Background: an optimization exercise with open tools, aiming at small area. Do not read the settings as production practice.
Function was checked by simulation only, so behaviour that the tests miss may differ from the original.
Power and IR drop assume default switching activity.

==> flow/design.v, too long to show whole: its modules and the start of the top module <==
// module tv80_mcode: 3906 lines
// module tv80s: 18166 lines
module tv80s(m1_n, mreq_n, iorq_n, rd_n, wr_n, rfsh_n, halt_n, busak_n, A, dout, reset_n, clk, cen, wait_n, int_n, nmi_n, busrq_n, di);
  // ...
==> flow/flow/run.sh <==
#!/bin/bash
# Own layout flow: the standard flow, with one extra step after synthesis
# that re-maps the combinational logic of the synthesized netlist for small
# area (flow/remap.tcl). The standard synthesis's registers (instances, names
# and cell types) are left untouched. Each tool's output goes to a log here.
set -euo pipefail
W=$(pwd)
R=$W/orfs/results/${FLOW_PLATFORM}/tv80s/base
LIBF=$FLOW_HOME/platforms/${FLOW_PLATFORM}/lib/sky130_fd_sc_hd__tt_025C_1v80.lib

# 1. standard synthesis (unchanged)
bash standard.sh synth > $W/1_synth.log 2>&1

# 2. area re-mapping of the combinational logic
cp $R/1_2_yosys.v $W/1_2_yosys.std.v
DONT_USE=$(sed -n '/^export DONT_USE_CELLS/,/^#/p' $FLOW_HOME/platforms/${FLOW_PLATFORM}/config.mk | grep -o 'sky130_fd_sc_hd__[a-z0-9_]*' | tr '\n' ' ')
REMAP_LIB=$LIBF REMAP_TOP=$FLOW_TOP REMAP_IN=$W/1_2_yosys.std.v REMAP_OUT=$W/1_2_yosys.remap.v \
REMAP_DONT_USE="$DONT_USE" REMAP_ABC_ARGS="-script $W/flow/remap.abc" \
  yosys -c $W/flow/remap.tcl > $W/2_remap.log 2>&1
cp $W/1_2_yosys.remap.v $R/1_2_yosys.v
rm -f $R/1_synth.odb $R/1_synth.sdc

# 3. the rest of the standard flow on the re-mapped netlist
CTS_ARGS="-sink_clustering_enable -repair_clock_nets -dont_use_dummy_load -sink_clustering_size 25 -sink_clustering_max_diameter 60 -buf_list sky130_fd_sc_hd__clkbuf_16"
bash standard.sh finish "CTS_ARGS=$CTS_ARGS" "BUFFER_PORTS_ARGS=-buffer_cell sky130_fd_sc_hd__buf_2" > $W/3_layout.log 2>&1
==> flow/flow/remap.abc <==
strash
dc2
&get -n
&dch -f
&nf -R 1000
&put
strash
dc2
&get -n
&dch -f
&nf -R 1000
&put
strash
dc2
&get -n
&dch -f
&nf -R 1000
&put
==> flow/flow/remap.tcl <==
# Re-map the combinational logic of a synthesized netlist for small area.
# Registers (flip-flop instances, names and cell types) are kept as they are.
set lib $::env(REMAP_LIB)
set top $::env(REMAP_TOP)
yosys read_liberty -ignore_miss_func $lib
yosys read_verilog $::env(REMAP_IN)
yosys hierarchy -top $top
# keep sequential cells and tie cells as instances, inline every other cell
yosys setattr -mod -set keep_hierarchy 1 sky130_fd_sc_hd__df* sky130_fd_sc_hd__edf* sky130_fd_sc_hd__sdf* sky130_fd_sc_hd__sedf* sky130_fd_sc_hd__dl* sky130_fd_sc_hd__conb_1
yosys flatten
yosys opt_clean -purge
set dont_use {}
foreach c $::env(REMAP_DONT_USE) { lappend dont_use -dont_use $c }
yosys abc -liberty $lib {*}$dont_use {*}$::env(REMAP_ABC_ARGS)
yosys opt_clean -purge
yosys hilomap -singleton -hicell sky130_fd_sc_hd__conb_1 HI -locell sky130_fd_sc_hd__conb_1 LO
yosys splitnets
yosys opt_clean -purge
yosys insbuf -buf sky130_fd_sc_hd__buf_1 A X
yosys blackbox =A:keep_hierarchy
yosys select -module $top
yosys stat -liberty $lib
yosys select -clear
yosys write_verilog -noexpr -nohex -nodec -noattr -selected $::env(REMAP_OUT)
==> flow/standard.sh <==
#!/bin/bash
# synth_recipe.tcl (not shown) runs the flow's synth.tcl, then flattens the netlist and writes it again
# the make line also repeats each setting of config.mk as NAME=value (left out here)
make -C /OpenROAD-flow-scripts/flow DESIGN_CONFIG=/design/flow/config.mk WORK_HOME=/design/flow/orfs CLKGATE_MAP_FILE= SYNTH_SCRIPT=/design/flow/synth_recipe.tcl "${@:-finish}"
==> flow/config.mk <==
export PLATFORM = sky130hd
export DESIGN_NAME = tv80s
export DESIGN_NICKNAME = tv80s
export VERILOG_FILES = /design/flow/design.v
export SDC_FILE = /design/flow/constraint.sdc
export NUM_CORES = 4
export LEC_CHECK = 0
export ABC_AREA = 1
export CAP_MARGIN = 20
export CORE_MARGIN = 2
export CORE_UTILIZATION = 50
export GPL_TIMING_DRIVEN = 0
export SETUP_SLACK_MARGIN = 0.6
export SLEW_MARGIN = 20
export SYNTH_HIERARCHICAL = 1
==> flow/constraint.sdc <==
create_clock -name core_clock -period 12.0 [get_ports {clk}]
set_input_delay 2.4000 -clock core_clock [delete_from_list [all_inputs] [get_ports {clk}]]
set_output_delay 2.4000 -clock core_clock [all_outputs]
set_load 0.01 [all_outputs]
==> run_results.csv, run 1 <==
group,metric,value,unit
logic_synthesis,synthCells,3074,
global_route,antenna_found_initial,10,
power,power,8.484,mW
layout,final_cell_mix,"425 x nor2_1, 382 x nand2_1, 301 x a21oi_1",
layout,multi_input_area,15450,um2
logic_synthesis,synth_area_per_cell,8.142,um2
outcome,outcome,"no timing/DRC/antenna violations",
sta,hold_viol,0,
critical_path,cp.required,12.30,ns
layout,design_area,28120,um2
sta,post-route-min-period,11.01,ns
sta,worst_slew_pin_slew,1.254,ns
placed_design,post-place-ws,0.4062,ns
cts,cts-resized-gates,1,
routing,drt_first_pass_iters,22,
power,pg_comb,5.08,mW
sta,hold_slack,0.5077,ns
layout,multi_input_cells,2656,
critical_path,crit_buf_inv,5,
layout,signal_buffers,134,
power,pwr-share-comb,0.598,
critical_path,worst-path-stages,40,
layout,clk_share,0.03026,
layout,n_all_inverters,60,
layout,n_sequential_cell,334,
critical_path,crit_path_end_kind,"register",
sta,finalCritPeriodShare,0.9173,
routing,drt-total-wl,141000,um
critical_path,start_kind,"register",
global_route,track_usage,0.5245,
sta,fmax,90.84,MHz
sta,final-setup-viol-count,0,
sta,fin_ws,0.9919,ns
floorplan,die_h,227.7,um
==> inputs of run 2 (changes only) <==
--- a/flow/flow/run.sh
+++ b/flow/flow/run.sh
@@ -21,5 +21,5 @@
 rm -f $R/1_synth.odb $R/1_synth.sdc
 
 # 3. the rest of the standard flow on the re-mapped netlist
-CTS_ARGS="-sink_clustering_enable -repair_clock_nets -dont_use_dummy_load -sink_clustering_size 25 -sink_clustering_max_diameter 60 -buf_list sky130_fd_sc_hd__clkbuf_16"
+CTS_ARGS="-sink_clustering_enable -repair_clock_nets -dont_use_dummy_load -sink_clustering_size 25 -sink_clustering_max_diameter 100 -buf_list sky130_fd_sc_hd__clkbuf_16"
 bash standard.sh finish "CTS_ARGS=$CTS_ARGS" "BUFFER_PORTS_ARGS=-buffer_cell sky130_fd_sc_hd__buf_2" > $W/3_layout.log 2>&1
==> run 2 against run 1 <==
  * Cell count fell by 0.31%
  * Combinational power barely moved
  * Critical endpoint unchanged
  * Critical path type unchanged
  * Still clean on timing, DRC and antenna
  * Sequential share of layout area rose by 0.44 points
  * Register-to-register slack improved by 0.03 ns
  * Area after synthesis did not move
  * Clock-buffer cell count fell by 14
  * Highest routed layer unchanged
  * Setup slack improved by 0.031 ns
==> run_results.csv, run 2 <==
group,metric,value,unit
routing,drt-total-wl,140400,um
critical_path,crit_type,"reg2reg",
floorplan,dieArea,51860,um2
cts,clockBufferDepth,3,
logic_synthesis,synth_area_per_cell,8.142,um2
floorplan,die_width,227.7,um
sta,final-setup-viol-count,0,
placed_design,placed_cells,3840,
critical_path,worstRegToRegCells,40,
layout,nets,3218,
floorplan,std_cell_rows,81,
critical_path,start_kind,"register",
global_route,antenna_found_initial,12,
cts,clk_latency,0.62,ns
layout,areaGrowthSynthToFinish,10.88,%
cts,cts_buffers,20,
sta,post-route-min-period,10.98,ns
sta,slew_headroom,0.1597,
floorplan,core_area,49150,um2
routing,drt_iter0_drc,7568,
critical_path,crit_path_end_kind,"register",
routing,detail-route-antenna-nets,0,
routing,wl_per_cell,36.24,um
global_route,grt_pass1_wl,200400,um
hold_path,min_to,"A[8]$_DFFE_PN0P_",
critical_path,r2r-start,"i_tv80_core.IR[1]$_DFFE_PN0P_",
power,pwr-share-clk,0.086,
routing,drc,0,
cts,cts_max_level,1,
global_route,grt_pass1_vias,28802,
logic_synthesis,synthCells,3074,
critical_path,cpPeakStageDelay,0.86,ns
sta,finalCritPeriodShare,0.9147,
placed_design,port_buffers,45,
routing,drt_first_pass_iters,13,
sta,fin_ws,1.023,ns
sta,fmax,91.10,MHz
layout,final_common_cell,"nor2_1",
global_route,grt_max_degree,61,
cts,clock-sinks,334,
layout,final_cell_mix,"426 x nor2_1, 382 x nand2_1, 301 x a21oi_1",
cts,cts_root_buf,"clkbuf_16",
layout,drive_above_1_share,0.07092,
placed_design,post-place-ws,0.4062,ns
critical_path,reg2reg_slack,1.02,ns
power,pwr-share-comb,0.618,
global_route,track_usage,0.5216,
floorplan,start_util,0.5092,
hold_path,min_from,"A[8]$_DFFE_PN0P_",
floorplan,die_h,227.7,um
sta,final_max_slew_viol_count,0,
hold_path,hold_class,"reg2reg",
critical_path,critPathMostFrequentCell,"o21ai_0",
cts,cts_tree,"built",
outcome,outcome,"no timing/DRC/antenna violations",
power,leakagePower,9.271,nW
placed_design,gp_congestion,1.084,
critical_path,cpMaxStageDelayCell,"nor2_1",
critical_path,critical_path_peak_fanout,28,
global_route,grt_overflow,0,
sta,hold_viol,0,
hold_path,holdPathStages,2,
sta,finClkSkew,0.1104,ns
critical_path,cp.required,12.27,ns
logic_synthesis,yosys_warnings,7,
power,switchingPower,4.656,mW
layout,instances_no_fill,3875,
logic_synthesis,syn_area,25030,um2
placed_design,hpwl,101200,um
power,p_int,3.557,mW
sta,rsz0062_at_grt,"false",
power,p_per_area,296.0,nW/um2
critical_path,critPathArrivalTime,11.25,ns
routing,vias,31087,
routing,viasPerCell,8.022,
cts,clk_pin_slew_worst_paths,0.10,ns
power,switching_share,0.5669,
logic_synthesis,synth_fp_nets,3089,
sta,worst_slew_pin_slew,1.251,ns
flow_run,maxCapViolCount,0,
layout,reg_top3,"i_tv80_core.i_reg.RegsH: 64 flops, i_tv80_core.i_reg.RegsL: 64 flops",
floorplan,ios,47,
power,ir_worst_vdd,0.2181,mV
cts,cts_hold_buf,0,
power,p_seq_frac,0.296,
critical_path,rr_endpoint,"i_tv80_core.IncDecZ$_DFFE_PP_",
power,power,8.214,mW
run 2: what timing repair did:
action	4_1_cts	5_1_grt
buffers inserted	0	5
gates resized for setup	1	12
gates cloned	0	0
endpoints found under the setup margin	17	41
run 2: worst max-delay path, delay by kind of cell, from the launching register on:
kind                       cells  cell delay (ns)
adders and majority gates      1             0.42
and+or+nand+nor               16             4.48
xor gates and xnor gates       1             0.23
AOI/OAI and AO/OA             17             3.41
DFF                            1             0.77
buffers and inverters          5             1.32
run 2: power groups by stage:
stage | sequential, mW | combinational (mW) | clock [mW]
2_1_floorplan | 2.01 | 2.84 | 0
3_3_place_gp | 2.42 | 4.28 | 0
3_5_place_dp | 2.35 | 4.67 | 0
4_1_cts | 2.32 | 4.70 | 0.680
5_1_grt | 2.39 | 5.24 | 0.721
6_report | 2.43 | 5.08 | 0.704
run 2: how the worst max path moves through the flow:
stage / from / end / slack (ns) / depth (start not counted)
6_report: i_tv80_core.IR[1]$_DFFE_PN0P_ / i_tv80_core.IncDecZ$_DFFE_PP_ / 1.02 / 40
5_1_grt: i_tv80_core.IR[6]$_DFFE_PN0P_ / i_tv80_core.i_reg.RegsH[3][7]$_DFFE_PP_ / 0.68 / 40
4_1_cts: i_tv80_core.ISet[1]$_DFFE_PN0P_ / i_tv80_core.i_reg.RegsH[3][6]$_DFFE_PP_ / 0.69 / 40
3_5_place_dp: i_tv80_core.ISet[1]$_DFFE_PN0P_ / i_tv80_core.i_reg.RegsH[0][6]$_DFFE_PP_ / 0.41 / 40
3_3_place_gp: i_tv80_core.IR[3]$_DFFE_PN0P_ / i_tv80_core.i_reg.RegsH[4][7]$_DFFE_PP_ / -1.60 / 30
2_1_floorplan: i_tv80_core.IR[3]$_DFFE_PN0P_ / i_tv80_core.i_reg.RegsH[0][7]$_DFFE_PP_ / 3.29 / 39
run 2: layout make-up:
class,count,area [um2]
antenna,10,25.02
clock buffer,20,500.5
tap,664,830.8
multi-input combinational,2656,15450
timing repair buffer,107,985.9
buffer,24,90.09
fill,4470,21400
sequential,334,9632
inverter,60,234.0
run 2: stage by stage:
step,instance area (um2),TNS [ns],utilization,hold WS (ns)
after floorplan,25030,0,-,0.4367
after global placement,26090,-69.88,0.5307,0.4814
after detailed placement,27110,0,0.5515,0.4794
after CTS,27610,0,0.5617,0.5113
after global routing,27730,0,0.5641,0.5576
final,27750,0,0.5646,0.5098
run 2: metal layers:
metal | vias up | global-route usage | routed length, um
met5 | - | 0.01654 | 103
met4 | 8 | 0.3614 | 13420
met3 | 988 | 0.2602 | 26550
met2 | 3441 | 0.7073 | 53530
met1 | 14312 | 0.6403 | 46840
li1 | 12338 | - | -
==> inputs of run 3 (changes only) <==
--- a/flow/flow/run.sh
+++ b/flow/flow/run.sh
@@ -21,5 +21,5 @@
 rm -f $R/1_synth.odb $R/1_synth.sdc
 
 # 3. the rest of the standard flow on the re-mapped netlist
-CTS_ARGS="-sink_clustering_enable -repair_clock_nets -dont_use_dummy_load -sink_clustering_size 25 -sink_clustering_max_diameter 100 -buf_list sky130_fd_sc_hd__clkbuf_16"
-bash standard.sh finish "CTS_ARGS=$CTS_ARGS" "BUFFER_PORTS_ARGS=-buffer_cell sky130_fd_sc_hd__buf_2" > $W/3_layout.log 2>&1
+CTS_ARGS="-sink_clustering_enable -repair_clock_nets -dont_use_dummy_load -sink_clustering_size 30 -sink_clustering_max_diameter 80 -buf_list sky130_fd_sc_hd__clkbuf_16"
+bash standard.sh finish "CTS_ARGS=$CTS_ARGS" "BUFFER_PORTS_ARGS=-buffer_cell sky130_fd_sc_hd__buf_1" > $W/3_layout.log 2>&1
--- a/flow/flow/remap.abc
+++ b/flow/flow/remap.abc
@@ -16,3 +16,21 @@
 &dch -f
 &nf -R 1000
 &put
+strash
+dc2
+&get -n
+&dch -f
+&nf -R 1000
+&put
+strash
+dc2
+&get -n
+&dch -f
+&nf -R 1000
+&put
+strash
+dc2
+&get -n
+&dch -f
+&nf -R 1000
+&put
--- a/flow/config.mk
+++ b/flow/config.mk
@@ -6,10 +6,10 @@
 export NUM_CORES = 4
 export LEC_CHECK = 0
 export ABC_AREA = 1
-export CAP_MARGIN = 20
+export CAP_MARGIN = 10
 export CORE_MARGIN = 2
 export CORE_UTILIZATION = 50
 export GPL_TIMING_DRIVEN = 0
 export SETUP_SLACK_MARGIN = 0.6
-export SLEW_MARGIN = 20
+export SLEW_MARGIN = 10
 export SYNTH_HIERARCHICAL = 1
==> run 3 against run 2 <==
  * Still clean
  * Non-clock buffer count grew 2
  * Power shrank 27%
  * Sequential share of layout area grew 0.20 points
  * Maximum frequency shrank 1.8%
  * Routed wire length shrank 5.4%
  * Cell count shrank 0.88%
  * Combinational power shrank 37%
  * Highest routed layer unchanged
==> run_results.csv, run 3 <==
group,metric,value,unit
outcome,outcome,"no timing/DRC/antenna violations",
layout,areaGrowthSynthToFinish,10.70,%
global_route,grt_pass1_wl,190400,um
sta,fmax,89.42,MHz
power,power,5.993,mW
layout,nets,3192,
routing,drc,0,
layout,drive_above_1_share,0.05260,
cts,clock-sinks,334,
layout,final_common_cell,"nand2_1",
layout,n_fill_cell,4606,
critical_path,crit_type,"reg2reg",
routing,wl_per_cell,34.58,um
sta,hold_slack,0.5189,ns
placed_design,port_buffers,45,
layout,reg_top3,"i_tv80_core.i_reg.RegsH: 64 flops, i_tv80_core.i_reg.RegsL: 64 flops",
floorplan,die_width,227.3,um
sta,finalCritPeriodShare,0.9319,
critical_path,critPathArrivalTime,11.52,ns
critical_path,critical_path_peak_fanout,30,
power,pwr-share-clk,0.129,
routing,drt_first_pass_iters,11,
critical_path,crit_path_end_kind,"register",
hold_path,hold_class,"reg2reg",
global_route,grt_max_degree,61,
logic_synthesis,syn_area,24920,um2
global_route,grt_overflow,0,
logic_synthesis,synth_area_per_cell,8.192,um2
cts,cts_buffers,24,
global_route,antenna_found_initial,5,
logic_synthesis,synthCells,3042,
routing,vias,30212,
floorplan,ios,47,
power,leakagePower,9.234,nW
sta,final_max_slew_viol_count,0,
sta,totalNegativeSetupSlack,0,ns
placed_design,gp_congestion,1.064,
critical_path,crit_buf_inv,2,
critical_path,crit_family,"simple AND/OR/NAND/NOR gates",
floorplan,core_area,49050,um2
routing,drt-total-wl,132800,um
global_route,track_usage,0.5054,
global_route,grt_pass1_vias,28183,
power,switching_share,0.5031,
power,p_seq_frac,0.337,
sta,hold_viol,0,
critical_path,cp.required,12.34,ns
critical_path,start_kind,"register",
sta,finClkSkew,0.1508,ns
floorplan,std_cell_rows,81,
layout,seqCellArea,9630,um2
sta,final-setup-viol-count,0,
placed_design,hpwl,96010,um
logic_synthesis,synth_fp_nets,3057,
critical_path,cpMaxStageDelayCell,"dfrtp_2",
power,p_per_area,217.2,nW/um2
routing,detail-route-antenna-nets,0,
layout,multi_input_area,15210,um2
sta,post-route-min-period,11.18,ns
power,ir_worst_vdd,0.1750,mV
critical_path,critPathMostFrequentCell,"a21oi_1",
power,p_int,2.978,mW
power,pwr-share-comb,0.534,
sta,worst_slew_pin_slew,1.414,ns
logic_synthesis,yosys_warnings,7,
cts,cts_max_level,1,
floorplan,dieArea,51640,um2
routing,viasPerCell,7.866,
cts,cts_tree,"built",
cts,clk_pin_slew_worst_paths,0.11,ns
flow_run,maxCapViolCount,0,
power,switchingPower,3.015,mW
floorplan,die_h,227.3,um
floorplan,start_util,0.5081,
layout,final_cell_mix,"408 x nand2_1, 407 x nor2_1, 286 x a21oi_1",
cts,cts_root_buf,"clkbuf_16",
routing,drt_iter0_drc,6883,
critical_path,cpPeakStageDelay,0.88,ns
cts,clockBufferDepth,3,
sta,slew_headroom,0.05726,
cts,clk_latency,0.66,ns
sta,rsz0062_at_grt,"false",
-- run 3: worst register-to-register path: cells and delay by family, from the launching register on --
kind            cells  cell delay (ns)
xor+xnor            1             0.13
fa+ha+maj           3             1.22
compound gates     16             4.08
flops               1             0.88
simple gates       16             4.30
buf+inv             2             0.32
-- run 3: what timing repair did --
action,4_1_cts,5_1_grt
resized for setup,7,10
hold buffers,0,0
setup buffers,0,3
setup endpoints to repair,41,33
-- run 3: power by group through the flow --
| stage | combinational (mW) | sequential, mW | clock [mW] |
|---|---|---|---|
| finish | 3.20 | 2.02 | 0.773 |
| global route | 3.36 | 2.00 | 0.796 |
| CTS | 3.01 | 1.96 | 0.759 |
| detailed placement | 3.00 | 1.99 | 0 |
| global placement | 2.81 | 2.00 | 0 |
| floorplan | 1.99 | 1.76 | 0 |
-- run 3: routing by layer --
| layer | share of wire | GRT usage |
|---|---|---|
| met1 | 0.33 | 0.6244 |
| met2 | 0.40 | 0.7239 |
| met3 | 0.16 | 0.1737 |
| met4 | 0.11 | 0.3886 |
| met5 | 0.00020 | 0.004744 |
-- run 3: cell type report --
class,count,share of cell area
sequential,334,0.3491
tap,664,0.03011
inverter,62,0.008708
buffer,24,0.003265
antenna,2,0.0001814
multi-input combinational,2622,0.5515
timing repair buffer,109,0.03542
clock buffer,24,0.02177
-- run 3: worst paths after layout --
kind / slack, ns / startpoint / cells after the start / to
max: 0.82 / i_tv80_core.IR[7]$_DFFE_PN0P_ / 38 / i_tv80_core.i_reg.RegsH[2][6]$_DFFE_PP_
min: 0.52 / A[10]$_DFFE_PN0P_ / 1 / A[10]$_DFFE_PN0P_
max reg2reg: 0.82 / i_tv80_core.IR[7]$_DFFE_PN0P_ / 38 / i_tv80_core.i_reg.RegsH[2][6]$_DFFE_PP_
min reg2reg: 0.52 / A[10]$_DFFE_PN0P_ / 1 / A[10]$_DFFE_PN0P_
max in group asynchronous: 9.63 / reset_n / 2 / i_tv80_core.Save_ALU_r$_DFFE_PN0P_
min in group asynchronous: 1.76 / reset_n / 1 / i_tv80_core.NMI_s$_DFFE_PN0P_
-- run 3: through the flow --
step	worst slack, ns	area (um2)	utilization	instances
floorplan	2.262	24920	-	3042
global placement	-2.926	25920	0.5284	3751
detailed placement	-0.2300	26850	0.5474	3808
CTS	0.7889	27470	0.5600	3832
global route	0.6043	27590	0.5624	3840
finish	0.8166	27590	0.5624	3841
==> inputs of run 4 (changes only) <==
--- a/flow/flow/run.sh
+++ b/flow/flow/run.sh
@@ -21,5 +21,5 @@
 rm -f $R/1_synth.odb $R/1_synth.sdc
 
 # 3. the rest of the standard flow on the re-mapped netlist
-CTS_ARGS="-sink_clustering_enable -repair_clock_nets -dont_use_dummy_load -sink_clustering_size 30 -sink_clustering_max_diameter 80 -buf_list sky130_fd_sc_hd__clkbuf_16"
+CTS_ARGS="-sink_clustering_enable -repair_clock_nets -dont_use_dummy_load -sink_clustering_size 25 -sink_clustering_max_diameter 80 -buf_list sky130_fd_sc_hd__clkbuf_16"
 bash standard.sh finish "CTS_ARGS=$CTS_ARGS" "BUFFER_PORTS_ARGS=-buffer_cell sky130_fd_sc_hd__buf_1" > $W/3_layout.log 2>&1
--- a/flow/config.mk
+++ b/flow/config.mk
@@ -6,10 +6,10 @@
 export NUM_CORES = 4
 export LEC_CHECK = 0
 export ABC_AREA = 1
-export CAP_MARGIN = 10
+export CAP_MARGIN = 20
 export CORE_MARGIN = 2
-export CORE_UTILIZATION = 50
+export CORE_UTILIZATION = 57
 export GPL_TIMING_DRIVEN = 0
 export SETUP_SLACK_MARGIN = 0.6
-export SLEW_MARGIN = 10
+export SLEW_MARGIN = 20
 export SYNTH_HIERARCHICAL = 1
==> run 4 against run 3 <==
  * Routed wire length rose by 1.1%
  * Combinational power rose by 1%
  * Cell count fell by 2.0%
  * Register-to-register slack got worse by 0.22 ns
  * Critical path type unchanged
  * Critical endpoint is now i_tv80_core.i_reg.RegsH[2][7]$_DFFE_PP_
  * Largest cell class unchanged
==> run_results.csv, run 4 <==
group,metric,value,unit
routing,detail-route-antenna-nets,0,
sta,finalCritPeriodShare,0.9503,
cts,cts_hold_buf,0,
floorplan,die_h,213.1,um
global_route,grt_overflow,0,
cts,cts_root_buf,"clkbuf_16",
logic_synthesis,yosys_warnings,7,
placed_design,placed_area,26610,um2
layout,final_common_cell,"nand2_1",
floorplan,start_util,0.5785,
sta,rsz0062_at_grt,"false",
critical_path,r2r-start,"i_tv80_core.IR[7]$_DFFE_PN0P_",
placed_design,placed_cells,3720,
layout,areaGrowthSynthToFinish,10.08,%
routing,drt-total-wl,134300,um
logic_synthesis,synthCells,3042,
layout,final_cell_mix,"407 x nand2_1, 403 x nor2_1, 281 x a21oi_1",
cts,cts_tree,"built",
logic_synthesis,synth_fp_nets,3057,
sta,final_max_slew_viol_count,0,
layout,drive_above_1_share,0.05584,
layout,reg_top3,"i_tv80_core.i_reg.RegsH: 64 flops, i_tv80_core.i_reg.RegsL: 64 flops",
global_route,grt_pass1_vias,29090,
layout,final_util,0.6368,
hold_path,min_from,"i_tv80_core.BusAck$_DFFE_PN0P_",
sta,final-setup-viol-count,0,
floorplan,die_width,213.1,um
outcome,outcome,"no timing/DRC/antenna violations",
floorplan,ios,47,
sta,hold_slack,0.5300,ns
sta,hold_viol,0,
power,ir_worst_vdd,0.2097,mV
sta,finClkSkew,0.05373,ns
power,power,5.999,mW
logic_synthesis,synth_area_per_cell,8.192,um2
critical_path,start_kind,"register",
floorplan,dieArea,45410,um2
routing,wl_per_cell,35.69,um
routing,viasPerCell,8.350,
cts,clock-sinks,334,
sta,fin_ws,0.5963,ns
power,leakagePower,9.171,nW
critical_path,critical_path_peak_fanout,30,
cts,clk_pin_slew_worst_paths,0.10,ns
cts,cts_max_level,1,
layout,design_area,27430,um2
floorplan,std_cell_rows,76,
floorplan,core_area,43080,um2
critical_path,critPathArrivalTime,11.74,ns
logic_synthesis,syn_area,24920,um2
cts,cts_buffers,22,
routing,vias,31420,
power,p_per_area,218.7,nW/um2
global_route,grt_max_degree,87,
placed_design,hpwl,93750,um
global_route,antenna_found_initial,16,
layout,nets,3187,
cts,clk_latency,0.59,ns
sta,fmax,87.69,MHz
critical_path,cpMaxStageDelayCell,"dfrtp_2",
placed_design,gp_congestion,1.125,
placed_design,post-place-ws,-0.2795,ns
global_route,track_usage,0.5881,
flow_run,maxCapViolCount,0,
critical_path,startpoint,"i_tv80_core.IR[7]$_DFFE_PN0P_",
routing,drt_iter0_drc,8037,
sta,slew_headroom,0.09451,
critical_path,cpPeakStageDelay,0.93,ns
routing,drt_first_pass_iters,22,
critical_path,crit_path_end_kind,"register",
placed_design,port_buffers,45,
cts,clockBufferDepth,3,
global_route,grt_pass1_wl,193900,um
sta,post-route-min-period,11.40,ns
sta,worst_slew_pin_slew,1.353,ns
critical_path,cp.required,12.33,ns
critical_path,crit_type,"reg2reg",
routing,drc,0,
sta,totalNegativeSetupSlack,0,ns
layout,instances_no_fill,3763,
hold_path,hold_class,"reg2reg",
## run 4: cell types whose count changed in the layout (fill, tap and decap cells not counted), moves of 3 or more
cell,before,now
buf_8,19,9
nor2_4,2,7
nor2_1,407,403
buf_2,5,9
a21oi_2,5,8
a21oi_1,286,281
o21ai_1,2,5
buf_6,11,14
o21ai_0,274,271
diode_2,2,8
## run 4: path summary, 6_finish.rpt
| kind | depth (start not counted) | slack [ns] | endpoint |
|---|---|---|---|
| setup / recovery | 39 | 0.60 | i_tv80_core.i_reg.RegsH[2][7]$_DFFE_PP_ |
| hold / removal | 2 | 0.53 | i_tv80_core.BusAck$_DFFE_PN0P_ |
| setup reg to reg | 39 | 0.60 | i_tv80_core.i_reg.RegsH[2][7]$_DFFE_PP_ |
| hold reg to reg | 2 | 0.53 | i_tv80_core.BusAck$_DFFE_PN0P_ |
| max in group asynchronous | 3 | 9.18 | i_tv80_core.PC[13]$_DFFE_PN0P_ |
| min in group asynchronous | 1 | 1.88 | i_tv80_core.XY_State[0]$_DFFE_PN0P_ |
## run 4: layer usage
layer | GRT usage | routed length [um]
met5 | 0.01112 | 145
met2 | 0.8020 | 52110
met1 | 0.6613 | 40750
met4 | 0.5016 | 15830
met3 | 0.3246 | 25450
## run 4: what timing repair did
item | 4_1_cts | 5_1_grt
gates resized for setup | 8 | 17
gates cloned | 0 | 0
endpoints found under the setup margin | 37 | 41
buffers inserted | 0 | 5
## run 4: critical path: cells and delay by family, from the launching register on
| kind | cells | cell delay [ns] |
|---|---|---|
| simple gates | 17 | 4.31 |
| compound gates | 16 | 4.09 |
| fa+ha+maj | 3 | 1.25 |
| flops | 1 | 0.93 |
| buf+inv | 2 | 0.30 |
| xor+xnor | 1 | 0.18 |
## run 4: area by class of cell
class                   count  area [um2]
diodes                      8       20.02
plain buffers              24       90.09
clock buffers              22       550.5
fillers                  3595       15640
inverters                  62       240.2
multi-input cells        2622       15300
flip-flops and latches    334        9633
well taps                 585       732.0
repair buffers            106       868.3
## run 4: report_power, final
group          leakage (nW)  internal [mW]  switching (mW)  total (mW)
Clock                 0.271          0.325           0.421       0.746
Sequential             3.34           1.52           0.492        2.01
Combinational          5.56           1.09            2.15        3.24
==> inputs of run 5 (changes only) <==
--- a/flow/config.mk
+++ b/flow/config.mk
@@ -8,7 +8,7 @@
 export ABC_AREA = 1
 export CAP_MARGIN = 20
 export CORE_MARGIN = 2
-export CORE_UTILIZATION = 57
+export CORE_UTILIZATION = 50
 export GPL_TIMING_DRIVEN = 0
 export SETUP_SLACK_MARGIN = 0.6
 export SLEW_MARGIN = 20
==> run 5 against run 4 <==
  * Register-to-register slack better by 0.28 ns
  * Clock skew rose by 0.045 ns
  * Area after synthesis unchanged
  * Still clean on timing, DRC and antenna
  * Sequential power barely moved
==> run_results.csv, run 5 <==
group,metric,value,unit
sta,hold_slack,0.5199,ns
global_route,antenna_found_initial,14,
routing,drc,0,
cts,cts_hold_buf,0,
placed_design,port_buffers,45,
sta,finalCritPeriodShare,0.9273,
floorplan,die_h,227.3,um
hold_path,hold_class,"reg2reg",
cts,clockBufferDepth,3,
critical_path,cpMaxStageDelayCell,"dfrtp_4",
critical_path,critPathMostFrequentCell,"a21oi_1",
layout,design_area,27600,um2
sta,fmax,89.87,MHz
layout,n_fill_cell,4587,
routing,drt_iter0_drc,7027,
critical_path,crit_path_end_kind,"register",
critical_path,r2r-start,"i_tv80_core.IR[7]$_DFFE_PN0P_",
floorplan,std_cell_rows,81,
logic_synthesis,synth_fp_nets,3057,
global_route,grt_overflow,0,
placed_design,gp_congestion,1.064,
critical_path,critPathArrivalTime,11.45,ns
cts,clk_pin_slew_worst_paths,0.09,ns
cts,cts_buffers,24,
floorplan,dieArea,51640,um2
power,ir_worst_vdd,0.1742,mV
global_route,grt_pass1_vias,28449,
placed_design,post-place-ws,0.05142,ns
critical_path,worst-path-stages,39,
sta,finClkSkew,0.09839,ns
critical_path,crit_type,"reg2reg",
layout,final_util,0.5627,
outcome,outcome,"no timing/DRC/antenna violations",
critical_path,critical_path_peak_fanout,30,
sta,post-route-min-period,11.13,ns
cts,clk_latency,0.64,ns
floorplan,start_util,0.5081,
critical_path,rr_endpoint,"i_tv80_core.i_reg.RegsH[0][6]$_DFFE_PP_",
global_route,grt_pass1_wl,191600,um
routing,viasPerCell,7.959,
logic_synthesis,syn_area,24920,um2
power,p_per_area,217.2,nW/um2
critical_path,crit_family,"compound AO/OA/AOI/OAI gates",
cts,cts_root_buf,"clkbuf_16",
sta,rsz0062_at_grt,"false",
critical_path,start_kind,"register",
sta,worst_slew_pin_slew,1.332,ns
layout,drive_above_1_share,0.05421,
critical_path,crit_path_end,"i_tv80_core.i_reg.RegsH[0][6]$_DFFE_PP_",
sta,final_max_slew_viol_count,0,
critical_path,cpPeakStageDelay,0.73,ns
critical_path,crit_buf_inv,3,
layout,reg_top3,"i_tv80_core.i_reg.RegsH: 64 flops, i_tv80_core.i_reg.RegsL: 64 flops",
layout,nets,3190,
layout,final_common_cell,"nand2_1",
routing,drt_first_pass_iters,15,
routing,wl_per_cell,34.83,um
routing,vias,30579,
global_route,grt_max_degree,61,
logic_synthesis,yosys_warnings,7,
floorplan,die_width,227.3,um
critical_path,cp.required,12.32,ns
routing,detail-route-antenna-nets,0,
sta,fin_ws,0.8724,ns
routing,drt-total-wl,133800,um
sta,slew_headroom,0.1122,
flow_run,maxCapViolCount,0,
layout,areaGrowthSynthToFinish,10.75,%
logic_synthesis,synth_area_per_cell,8.192,um2
critical_path,startpoint,"i_tv80_core.IR[7]$_DFFE_PN0P_",
critical_path,reg2reg_slack,0.87,ns
cts,clock-sinks,334,
cts,cts_max_level,1,
sta,final-setup-viol-count,0,
logic_synthesis,synthCells,3042,
floorplan,ios,47,
cts,cts_tree,"built",
sta,hold_viol,0,
placed_design,hpwl,96340,um
placed_design,placed_area,26900,um2
global_route,track_usage,0.5091,
layout,final_cell_mix,"408 x nand2_1, 405 x nor2_1, 285 x a21oi_1",
critical_path,worstRegToRegCells,39,
power,leakagePower,9.222,nW
floorplan,core_area,49050,um2
-- run 5: report_power, final --
part,switching (mW),internal [mW]
Combinational,2.10,1.10
Sequential,0.506,1.52
Clock,0.416,0.352
Total,3.02,2.97
-- run 5: worst min-delay path by stage --
stage	cells after the start	slack [ns]	endpoint	from
final	1	0.52	A[10]$_DFFE_PN0P_	A[10]$_DFFE_PN0P_
after global routing	1	0.55	A[10]$_DFFE_PN0P_	A[10]$_DFFE_PN0P_
after CTS	1	0.52	A[10]$_DFFE_PN0P_	A[10]$_DFFE_PN0P_
after detailed placement	1	0.50	A[10]$_DFFE_PN0P_	A[10]$_DFFE_PN0P_
after global placement	2	0.49	i_tv80_core.Oldnmi_n$_DFFE_PN0P_	i_tv80_core.Oldnmi_n$_DFFE_PN0P_
after floorplan	2	0.47	i_tv80_core.NMI_s$_DFFE_PN0P_	i_tv80_core.NMI_s$_DFFE_PN0P_
-- run 5: metrics by stage --
step | setup TNS (ns) | cells | power, mW
after global placement | -184.58 | 3751 | 4.810
after detailed placement | 0 | 3809 | 4.976
after CTS | 0 | 3833 | 5.730
after global routing | 0 | 3839 | 6.156
final | 0 | 3842 | 5.995
after floorplan | 0 | 3042 | 3.747
-- run 5: cell type report --
cell class              instances  area, um2  area share
plain buffers                  24      90.09    0.003264
diodes                          5      12.51   0.0004533
inverters                      62      244.0    0.008840
flip-flops and latches        334       9635      0.3491
repair buffers                107      947.2     0.03432
clock buffers                  24      600.6     0.02176
well taps                     664      830.8     0.03010
multi-input cells            2622      15240      0.5522
-- run 5: repair_timing --
action | 4_1_cts | 5_1_grt
gates resized for setup | 4 | 13
setup endpoints to repair | 33 | 41
buffers inserted | 0 | 3
-- run 5: layer usage --
metal,track usage,part of all wire,up-vias
met5,0,0.00088,-
met4,0.4160,0.11,16
met3,0.1899,0.16,1027
met2,0.7210,0.40,3192
met1,0.6171,0.33,14140
li1,-,-,12204
==> inputs of run 6 (changes only) <==
--- a/flow/flow/run.sh
+++ b/flow/flow/run.sh
@@ -20,6 +20,8 @@
 cp $W/1_2_yosys.remap.v $R/1_2_yosys.v
 rm -f $R/1_synth.odb $R/1_synth.sdc
 
-# 3. the rest of the standard flow on the re-mapped netlist
+# 3. the rest of the standard flow on the re-mapped netlist; clock tree: sinks
+#    clustered in groups of up to 25 within 80 um, clkbuf_16 buffers, no dummy
+#    loads; every input and output port gets a buf_1 buffer
 CTS_ARGS="-sink_clustering_enable -repair_clock_nets -dont_use_dummy_load -sink_clustering_size 25 -sink_clustering_max_diameter 80 -buf_list sky130_fd_sc_hd__clkbuf_16"
 bash standard.sh finish "CTS_ARGS=$CTS_ARGS" "BUFFER_PORTS_ARGS=-buffer_cell sky130_fd_sc_hd__buf_1" > $W/3_layout.log 2>&1
--- a/flow/flow/remap.tcl
+++ b/flow/flow/remap.tcl
@@ -8,6 +8,9 @@
 # keep sequential cells and tie cells as instances, inline every other cell
 yosys setattr -mod -set keep_hierarchy 1 sky130_fd_sc_hd__df* sky130_fd_sc_hd__edf* sky130_fd_sc_hd__sdf* sky130_fd_sc_hd__sedf* sky130_fd_sc_hd__dl* sky130_fd_sc_hd__conb_1
 yosys flatten
+# hide the names flatten gives to the inlined cells' pins, so that nets keep
+# their netlist names (output ports stay driven directly, with no buffer)
+yosys rename -hide w:_*_.*
 yosys opt_clean -purge
 set dont_use {}
 foreach c $::env(REMAP_DONT_USE) { lappend dont_use -dont_use $c }
==> run 6 against run 5 <==
  * Still clean on timing, DRC and antenna
  * Die area fell by 0.36%
  * Utilization barely moved
  * Synthesized cell count fell by 0.79%
  * Power fell by 0.44%
  * Worst hold slack got worse by 0.00077 ns
  * Clock power fell by 2.9%
  * Maximum frequency rose by 0.18%
  * Setup slack improved by 0.020 ns
  * Cell count fell by 0.62%
  * Routed wire length barely moved
  * Flip-flop and latch count did not move
  * Register-to-register slack improved by 0.02 ns
  * Largest cell class unchanged
==> run_results.csv, run 6 <==
group,metric,value,unit
hold_path,hold_class,"reg2reg",
cts,clk_latency,0.62,ns
sta,final-setup-viol-count,0,
sta,finClkSkew,0.09826,ns
critical_path,crit_path_end_kind,"register",
power,leakagePower,9.195,nW
floorplan,start_util,0.5073,
layout,nets,3168,
power,p_per_area,216.7,nW/um2
layout,final_common_cell,"nand2_1",
critical_path,crit_buf_inv,2,
placed_design,port_buffers,45,
floorplan,die_h,226.9,um
cts,clock-sinks,334,
flow_run,maxCapViolCount,0,
sta,fmax,90.03,MHz
floorplan,die_width,226.9,um
floorplan,core_area,48950,um2
routing,drc,0,
routing,drt_first_pass_iters,14,
critical_path,critical_path_peak_fanout,25,
critical_path,start_kind,"register",
layout,drive_above_1_share,0.05776,
cts,cts_buffers,23,
floorplan,std_cell_rows,81,
routing,detail-route-antenna-nets,0,
logic_synthesis,synth_fp_nets,3033,
critical_path,cpPeakStageDelay,0.80,ns
critical_path,cpMaxStageDelayCell,"dfrtp_2",
global_route,grt_overflow,0,
outcome,outcome,"no timing/DRC/antenna violations",
placed_design,gp_congestion,1.105,
layout,reg_top3,"i_tv80_core.i_reg.RegsH: 64 flops, i_tv80_core.i_reg.RegsL: 64 flops",
floorplan,ios,47,
layout,final_cell_mix,"408 x nand2_1, 401 x nor2_1, 284 x a21oi_1",
global_route,track_usage,0.5080,
cts,cts_tree,"built",
logic_synthesis,yosys_warnings,7,
cts,cts_hold_buf,0,
layout,design_area,27550,um2
sta,post-route-min-period,11.11,ns
cts,clk_pin_slew_worst_paths,0.10,ns
routing,drt_iter0_drc,7133,
critical_path,critPathArrivalTime,11.44,ns
placed_design,placed_area,26750,um2
floorplan,dieArea,51460,um2
global_route,grt_pass1_vias,28053,
critical_path,cp.required,12.33,ns
routing,vias,30413,
sta,slew_headroom,0.07607,
logic_synthesis,syn_area,24830,um2
logic_synthesis,synthCells,3018,
global_route,antenna_found_initial,11,
sta,final_max_slew_viol_count,0,
cts,cts_root_buf,"clkbuf_16",
global_route,grt_max_degree,72,
critical_path,crit_family,"simple AND/OR/NAND/NOR gates",
routing,drt-total-wl,133800,um
placed_design,hpwl,95610,um
global_route,grt_pass1_wl,189900,um
logic_synthesis,synth_area_per_cell,8.228,um2
cts,cts_max_level,1,
routing,wl_per_cell,35.04,um
power,ir_worst_vdd,0.1924,mV
sta,worst_slew_pin_slew,1.381,ns
sta,finalCritPeriodShare,0.9256,
critical_path,crit_type,"reg2reg",
layout,areaGrowthSynthToFinish,10.94,%
cts,clockBufferDepth,3,
sta,rsz0062_at_grt,"false",
layout,final_util,0.5628,
sta,hold_viol,0,
routing,viasPerCell,7.966,
[run 6: power by group]
| group | total [mW] | leakage (nW) | internal, mW | switching, mW |
|---|---|---|---|---|
| Combinational | 3.18 | 5.57 | 1.09 | 2.09 |
| Sequential | 2.04 | 3.34 | 1.52 | 0.517 |
| Clock | 0.747 | 0.283 | 0.339 | 0.409 |
| Total | 5.97 | 9.20 | 2.95 | 3.02 |
[run 6: path summary, 6_finish.rpt]
path,start,end,slack (ns),depth (start not counted)
setup / recovery,i_tv80_core.IR[6]$_DFFE_PN0P_,i_tv80_core.i_reg.RegsH[0][7]$_DFFE_PP_,0.89,38
min in group asynchronous,reset_n,A[6]$_DFFE_PN0P_,1.84,1
setup reg to reg,i_tv80_core.IR[6]$_DFFE_PN0P_,i_tv80_core.i_reg.RegsH[0][7]$_DFFE_PP_,0.89,38
hold / removal,A[10]$_DFFE_PN0P_,A[10]$_DFFE_PN0P_,0.52,1
hold reg to reg,A[10]$_DFFE_PN0P_,A[10]$_DFFE_PN0P_,0.52,1
max in group asynchronous,reset_n,i_tv80_core.ISet[0]$_DFFE_PN0P_,9.29,3
[run 6: cell type report]
type / count / area (um2)
Antenna cell: 3 / 7.507
Clock buffer: 23 / 575.6
Fill cell: 4516 / 21400
Inverter: 62 / 246.5
Multi-Input combinational cell: 2622 / 15270
Sequential cell: 334 / 9633
Tap cell: 664 / 830.8
Timing Repair Buffer: 110 / 982.2
[run 6: what timing repair did]
action                     4_1_cts  5_1_grt
setup endpoints to repair       49       33
pin swaps                        0        0
setup buffers                    1        7
resized for setup                3       16
gates cloned                     0        0
[run 6: metal layers]
layer / global-route usage / up-vias / part of all wire
met5: 0 / - / 0.0013
met4: 0.3975 / 18 / 0.11
met3: 0.2085 / 1000 / 0.17
met2: 0.7204 / 3178 / 0.40
met1: 0.6081 / 14080 / 0.32
li1: - / 12137 / -
[run 6: stage by stage]
stage | cells | TNS [ns] | hold WS, ns | setup slack (ns) | power [mW]
6_report | 3818 | 0 | 0.5191 | 0.8922 | 5.968
3_3_place_gp | 3727 | -182.31 | 0.4884 | -3.025 | 4.792
3_5_place_dp | 3781 | -12.20 | 0.4989 | -0.6203 | 4.952
4_1_cts | 3805 | 0 | 0.5170 | 0.6016 | 5.680
2_1_floorplan | 3018 | 0 | 0.4688 | 2.262 | 3.726
5_1_grt | 3815 | 0 | 0.5349 | 0.5723 | 6.109

port drivers added, routing unchanged:
No port has a modelled driver above. Below, the same layouts with a new extraction and two added sets of constraints. Step 1 (the two cells are an assumption about what drives the block):
set clk [get_ports {clk}]
set_driving_cell -lib_cell sky130_fd_sc_hd__clkbuf_16 $clk
set_driving_cell -lib_cell sky130_fd_sc_hd__buf_2 [delete_from_list [all_inputs] $clk]
Step 2, shift: input delay + t, output delay - t, t = (earliest + latest rising clock arrival at the registers) / 2. This alone moves slack from input paths to output paths. Slacks: ideal / step 1 / step 2; pairs: ideal / step 1.
run	t, ns	setup WS [ns]	hold slack, ns	worst setup path after step 2	worst register clock-pin slew, ns
run 1	0.637	0.992 / 0.992 / 0.992	0.508 / 0.508 / 0.508	register to register	0.10 / 0.10
run 2	0.619	1.023 / 1.023 / 1.023	0.510 / 0.510 / 0.510	register to register	0.12 / 0.12
run 3	0.649	0.817 / 0.817 / 0.817	0.519 / 0.519 / 0.519	register to register	0.11 / 0.11
run 4	0.630	0.596 / 0.596 / 0.596	0.530 / 0.530 / 0.530	register to register	0.11 / 0.11
run 5	0.655	0.872 / 0.872 / 0.872	0.520 / 0.520 / 0.520	register to register	0.10 / 0.10
run 6	0.629	0.892 / 0.892 / 0.892	0.519 / 0.519 / 0.519	register to register	0.10 / 0.10
After both steps setup and hold are still met in every run listed.
